Source: an optimization exercise on an open RTL-to-GDS flow (aim: small area). Production flows keep margins and buffers that such runs may drop. Function was checked by simulation only, so behaviour that the tests miss may differ from the original. Power and IR drop assume default switching activity.

==> run a <==
==> flow/design.v <==
module deserializador (
    input logic clock,
    input logic clock_en,
    input logic reset,
    input logic ack_in,
    input logic data_in,
    input logic write_in,
    output logic status_out,
    output logic [7:0] data_out
);
    typedef enum logic [1:0]
    {
        AGUARDA = 2'b00,
        RECEBE  = 2'b01,
        PRONTO  = 2'b10,
        ESPERA  = 2'b11
    } state_t;
    state_t state;
    logic [2:0] bits_count;
    assign status_out = (state == ESPERA);
    always_ff @(posedge clock or posedge reset) begin
        if (reset) begin
            state      <= AGUARDA;
            bits_count <= 3'b0;
        end
        else if (clock_en) begin
            case (state)
                AGUARDA: if (write_in) state <= RECEBE;
                RECEBE: begin
                    if (write_in) begin
                        bits_count <= bits_count + 1'b1;
                        if (bits_count == 3'd7) state <= PRONTO;
                    end
                    else state <= AGUARDA;
                end
                PRONTO: state <= ESPERA;
                ESPERA: if (ack_in) state <= AGUARDA;
            endcase
        end
    end
    always_ff @(posedge clock) begin
        if (clock_en && state == RECEBE && write_in)
            data_out <= {data_in, data_out[7:1]};
    end
endmodule
module fila (
    input logic clock,
    input logic clock_en,
    input logic reset,
    input logic enqueue_in,
    input logic dequeue_in,
    input logic [7:0] data_in,
    output logic grew,
    output logic [7:0] len_out,
    output logic [7:0] data_out
);
    typedef enum logic [1:0]
    {
        AGUARDA   = 2'b00,
        ENQUEUE   = 2'b01,
        DEQUEUE   = 2'b10,
        AGUARDA_E = 2'b11       
    } state_t;
    state_t state;
    logic [3:0] len;
    logic [7:0] mem [0:7];      
    logic [7:0] oldest;
    assign len_out = {4'b0, len};
    assign grew    = (state == AGUARDA_E);
    always_comb begin
        case (len[2:0])
            3'd1: oldest = mem[0];
            3'd2: oldest = mem[1];
            3'd3: oldest = mem[2];
            3'd4: oldest = mem[3];
            3'd5: oldest = mem[4];
            3'd6: oldest = mem[5];
            3'd7: oldest = mem[6];
            default: oldest = mem[7];
        endcase
    end
    always_ff @(posedge clock or posedge reset) begin
        if (reset) begin
            state    <= AGUARDA;
            len      <= 4'd0;
            data_out <= 8'b0;
        end
        else if (clock_en) begin
            case (state)
                ENQUEUE: begin
                    len   <= len + 4'd1;
                    state <= AGUARDA_E;
                end
                DEQUEUE: begin
                    data_out <= oldest;
                    len      <= len - 4'd1;
                    state    <= AGUARDA;
                end
                default: begin
                    if (enqueue_in && !len[3])
                        state <= ENQUEUE;
                    else if (dequeue_in && len != 4'd0)
                        state <= DEQUEUE;
                    else
                        state <= AGUARDA;
                end
            endcase
        end
    end
    always_ff @(posedge clock) begin
        if (clock_en && state == ENQUEUE) begin
            mem[0] <= data_in;
            for (int i = 1; i < 8; i++) mem[i] <= mem[i-1];
        end
    end
endmodule
module top_module
(
    input logic clock_1MHz,
    input logic reset,
    input logic data_in,
    input logic write_in,
    input logic dequeue_in,
    output logic status_out,
    output logic [7:0] len_out,
    output logic [7:0] data_out
);
    logic [3:0] c1;
    logic [3:0] c2;
    logic tick_100KHz;
    logic tick_10KHz;
    logic c1_wrap;
    assign c1_wrap     = (c1 == 4'd9);
    assign tick_100KHz = (c1 == 4'd4);
    assign tick_10KHz  = c1_wrap && (c2 == 4'd4);
    always_ff @(posedge clock_1MHz or posedge reset) begin
        if (reset) begin
            c1 <= 4'd0;
            c2 <= 4'd0;
        end
        else begin
            c1 <= c1_wrap ? 4'd0 : c1 + 4'd1;
            if (c1_wrap) c2 <= (c2 == 4'd9) ? 4'd0 : c2 + 4'd1;
        end
    end
    logic       ready;           
    logic [7:0] byte_data;
    logic       ack;
    logic       enqueue;
    logic       grew;
    logic [1:0] sync_ready;
    logic       ready_prev;
    logic [1:0] sync_ack;
    assign status_out = ready;
    assign ack        = sync_ack[1];
    always_ff @(posedge clock_1MHz or posedge reset) begin
        if (reset) begin
            sync_ready <= 2'b0;
            ready_prev <= 1'b0;
            enqueue    <= 1'b0;
        end
        else if (tick_10KHz) begin
            sync_ready <= {sync_ready[0], ready};
            ready_prev <= sync_ready[1];
            enqueue    <= sync_ready[1] && !ready_prev;
        end
    end
    always_ff @(posedge clock_1MHz or posedge reset) begin
        if (reset) begin
            sync_ack <= 2'b0;
        end
        else if (tick_100KHz) begin
            sync_ack <= {sync_ack[0], (|sync_ready) && grew};
        end
    end
    deserializador deserializer
    (
        .clock(clock_1MHz),
        .clock_en(tick_100KHz),
        .reset(reset),
        .ack_in(ack),
        .data_in(data_in),
        .write_in(write_in),
        .status_out(ready),
        .data_out(byte_data)
    );
    fila queue
    (
        .clock(clock_1MHz),
        .clock_en(tick_10KHz),
        .reset(reset),
        .enqueue_in(enqueue),
        .dequeue_in(dequeue_in),
        .data_in(byte_data),
        .grew(grew),
        .len_out(len_out),
        .data_out(data_out)
    );
endmodule
==> flow/run.sh <==
#!/bin/bash
# synth_recipe.tcl (not shown) runs the flow's synth.tcl, then flattens the netlist and writes it again
# the make line also repeats each setting of config.mk as NAME=value (left out here)
make -C /OpenROAD-flow-scripts/flow DESIGN_CONFIG=/design/flow/config.mk WORK_HOME=/design/flow/orfs CLKGATE_MAP_FILE= SYNTH_SCRIPT=/design/flow/synth_recipe.tcl finish
==> flow/config.mk <==
export PLATFORM = sky130hd
export DESIGN_NAME = top_module
export DESIGN_NICKNAME = top_module
export VERILOG_FILES = /design/flow/design.v
export SDC_FILE = /design/flow/constraint.sdc
export NUM_CORES = 4
export LEC_CHECK = 0
export CAP_MARGIN = 20
export CORE_MARGIN = 2
export CORE_UTILIZATION = 40
export SLEW_MARGIN = 20
==> flow/constraint.sdc <==
create_clock -name core_clock -period 5.0 [get_ports {clock_1MHz}]
set_input_delay 1.0000 -clock core_clock [delete_from_list [all_inputs] [get_ports {clock_1MHz}]]
set_output_delay 1.0000 -clock core_clock [all_outputs]
set_load 0.01 [all_outputs]
==> run b (differences from run a) <==
==> flow/design.v (replaced) <==
module deserializador (
    input logic clock,
    input logic tick_100KHz,
    input logic tick_10KHz,
    input logic reset,
    input logic data_in,
    input logic write_in,
    input logic accept,
    output logic status_out,
    output logic enq_req,
    output logic enq_window,
    output logic [7:0] data_out
);
    typedef enum logic [1:0]
    {
        AGUARDA = 2'b00,
        RECEBE  = 2'b01,
        PRONTO  = 2'b10,                     
        ESPERA  = 2'b11
    } mode_t;
    mode_t mode;
    logic [2:0] bits_count;
    assign status_out = (mode == ESPERA) || (mode == PRONTO && bits_count[2]);
    assign enq_req    = (mode == ESPERA) && (bits_count == 3'd3);
    assign enq_window = (mode == ESPERA) && (bits_count == 3'd4);
    always_ff @(posedge clock or posedge reset) begin
        if (reset) begin
            mode       <= AGUARDA;
            bits_count <= 3'b0;
        end
        else begin
            case (mode)
                AGUARDA: if (tick_100KHz && write_in) mode <= RECEBE;
                RECEBE: if (tick_100KHz) begin
                    if (write_in) begin
                        bits_count <= bits_count + 1'b1;
                        if (bits_count == 3'd7) mode <= PRONTO;
                    end
                    else mode <= AGUARDA;
                end
                PRONTO: if (tick_100KHz && !bits_count[2]) mode <= ESPERA;
                ESPERA: begin
                    if (bits_count[2] && (bits_count[1] || bits_count[0])) begin
                        if (tick_100KHz) begin
                            bits_count <= bits_count + 1'b1;
                            if (bits_count == 3'd7) mode <= AGUARDA;
                        end
                    end
                    else if (tick_10KHz) begin
                        bits_count <= bits_count + 1'b1;
                        if (bits_count == 3'd3 && !accept) mode <= PRONTO;
                    end
                end
            endcase
        end
    end
    always_ff @(posedge clock) begin
        if (tick_100KHz && mode == RECEBE && write_in)
            data_out <= {data_in, data_out[7:1]};
    end
endmodule
module fila (
    input logic clock,
    input logic clock_en,
    input logic reset,
    input logic enq_req,                     
    input logic enq_window,                  
    input logic dequeue_in,
    input logic [7:0] data_in,
    output logic accept,
    output logic [7:0] len_out,
    output logic [7:0] data_out
);
    logic       deq_state;                   
    logic [3:0] len;
    logic [7:0] ring [0:7];
    logic [2:0] head_pos;
    logic [7:0] oldest;
    logic       write_now;
    logic       deq_now;
    assign len_out   = {4'b0, len};
    assign accept    = !deq_state && !len[3];
    assign write_now = enq_window && (head_pos + len[2:0] == 3'd0);
    assign deq_now   = clock_en && deq_state;
    always_ff @(posedge clock) begin
        ring[0] <= write_now ? data_in : ring[7];
        for (int i = 1; i < 8; i++) ring[i] <= ring[i-1];
        if (head_pos == 3'd0) oldest <= ring[7];
    end
    always_ff @(posedge clock or posedge reset) begin
        if (reset) head_pos <= 3'd0;
        else if (!deq_now) head_pos <= head_pos - 3'd1;
    end
    always_ff @(posedge clock or posedge reset) begin
        if (reset) begin
            deq_state <= 1'b0;
            len       <= 4'd0;
            data_out  <= 8'b0;
        end
        else if (clock_en) begin
            if (deq_state) begin
                data_out  <= oldest;
                len       <= len - 4'd1;
                deq_state <= 1'b0;
            end
            else if (enq_window) begin
                len <= len + 4'd1;
            end
            else if (!(enq_req && !len[3]) && dequeue_in && len != 4'd0) begin
                deq_state <= 1'b1;
            end
        end
    end
endmodule
module top_module
(
    input logic clock_1MHz,
    input logic reset,
    input logic data_in,
    input logic write_in,
    input logic dequeue_in,
    output logic status_out,
    output logic [7:0] len_out,
    output logic [7:0] data_out
);
    logic [3:0] c1;
    logic [3:0] c2;
    logic tick_100KHz;
    logic tick_10KHz;
    logic c1_wrap;
    assign c1_wrap     = (c1 == 4'd9);
    assign tick_100KHz = (c1 == 4'd4);
    assign tick_10KHz  = c1_wrap && (c2 == 4'd4);
    always_ff @(posedge clock_1MHz or posedge reset) begin
        if (reset) begin
            c1 <= 4'd0;
            c2 <= 4'd0;
        end
        else begin
            c1 <= c1_wrap ? 4'd0 : c1 + 4'd1;
            if (c1_wrap) c2 <= (c2 == 4'd9) ? 4'd0 : c2 + 4'd1;
        end
    end
    logic [7:0] byte_data;
    logic       enq_req;
    logic       enq_window;
    logic       accept;
    deserializador deserializer
    (
        .clock(clock_1MHz),
        .tick_100KHz(tick_100KHz),
        .tick_10KHz(tick_10KHz),
        .reset(reset),
        .data_in(data_in),
        .write_in(write_in),
        .accept(accept),
        .status_out(status_out),
        .enq_req(enq_req),
        .enq_window(enq_window),
        .data_out(byte_data)
    );
    fila queue
    (
        .clock(clock_1MHz),
        .clock_en(tick_10KHz),
        .reset(reset),
        .enq_req(enq_req),
        .enq_window(enq_window),
        .dequeue_in(dequeue_in),
        .data_in(byte_data),
        .accept(accept),
        .len_out(len_out),
        .data_out(data_out)
    );
endmodule
Settings changed: CORE_UTILIZATION 40 to 70, PLACE_DENSITY from default to 0.8.
==> comparison table <==
quantity	run b	run a
Outcome	no timing/DRC/antenna violations	no timing/DRC/antenna violations
Die Footprint	0.005572 mm^2	0.01189 mm^2
Non-clk invs	14	16
Non-Clock Buffer Count	17	20
Worst reg-to-reg setup slack	2.57 ns	2.55 ns
Post-synth top area cell	sky130_fd_sc_hd__dfxtp_1	sky130_fd_sc_hd__edfxtp_1
Multi-input gate share of total cell area	23.44%	25.89%
Post-placement setup slack	2.430 ns	2.334 ns
Destination of the worst register-to-register timing path	queue.ring[0][7]	queue.mem[4][1]
Combinational fraction of design power	0.6%	4.3%
Std cell rows	25	38
Switching power summed over all nets	0.3007 mW	0.3338 mW
Share of final layout cell area taken by clock buffers and inverters	5.327%	4.417%
DR WL met2	2762 um	3207 um
Worst hold slack	0.3339 ns	0.4251 ns
Critical path buffers and inverters	2	1
Met3 WL	287 um	245 um
Adder-Cell Fraction of Synth Area	4.728%	3.402%
Sequential Power	0.889 mW	0.949 mW

[what the ideal ports hide]
The flow's constraints put no driver on any port. The routed layouts listed below were extracted and timed again, unchanged, in two steps. Step 1 assumes that a clkbuf_16 drives the clock port and a buf_2 every other input. Step 2 moves the port delays by t, midway between the first and last clock arrival at a register: inputs arrive t later, outputs are due t later. That takes back most of the time a late clock gives input paths. Slacks: ideal / step 1 / step 2; pairs: ideal / step 1.
run	t (ns)	slack for setup (ns)	worst register clock-pin slew, ns	cell pins on the clock port's net
run a	0.386	1.972 / 1.942 / 2.328	0.10 / 0.10	1
run b	0.378	2.360 / 2.332 / 2.447	0.10 / 0.10	1
After both steps every run listed still meets setup and hold.
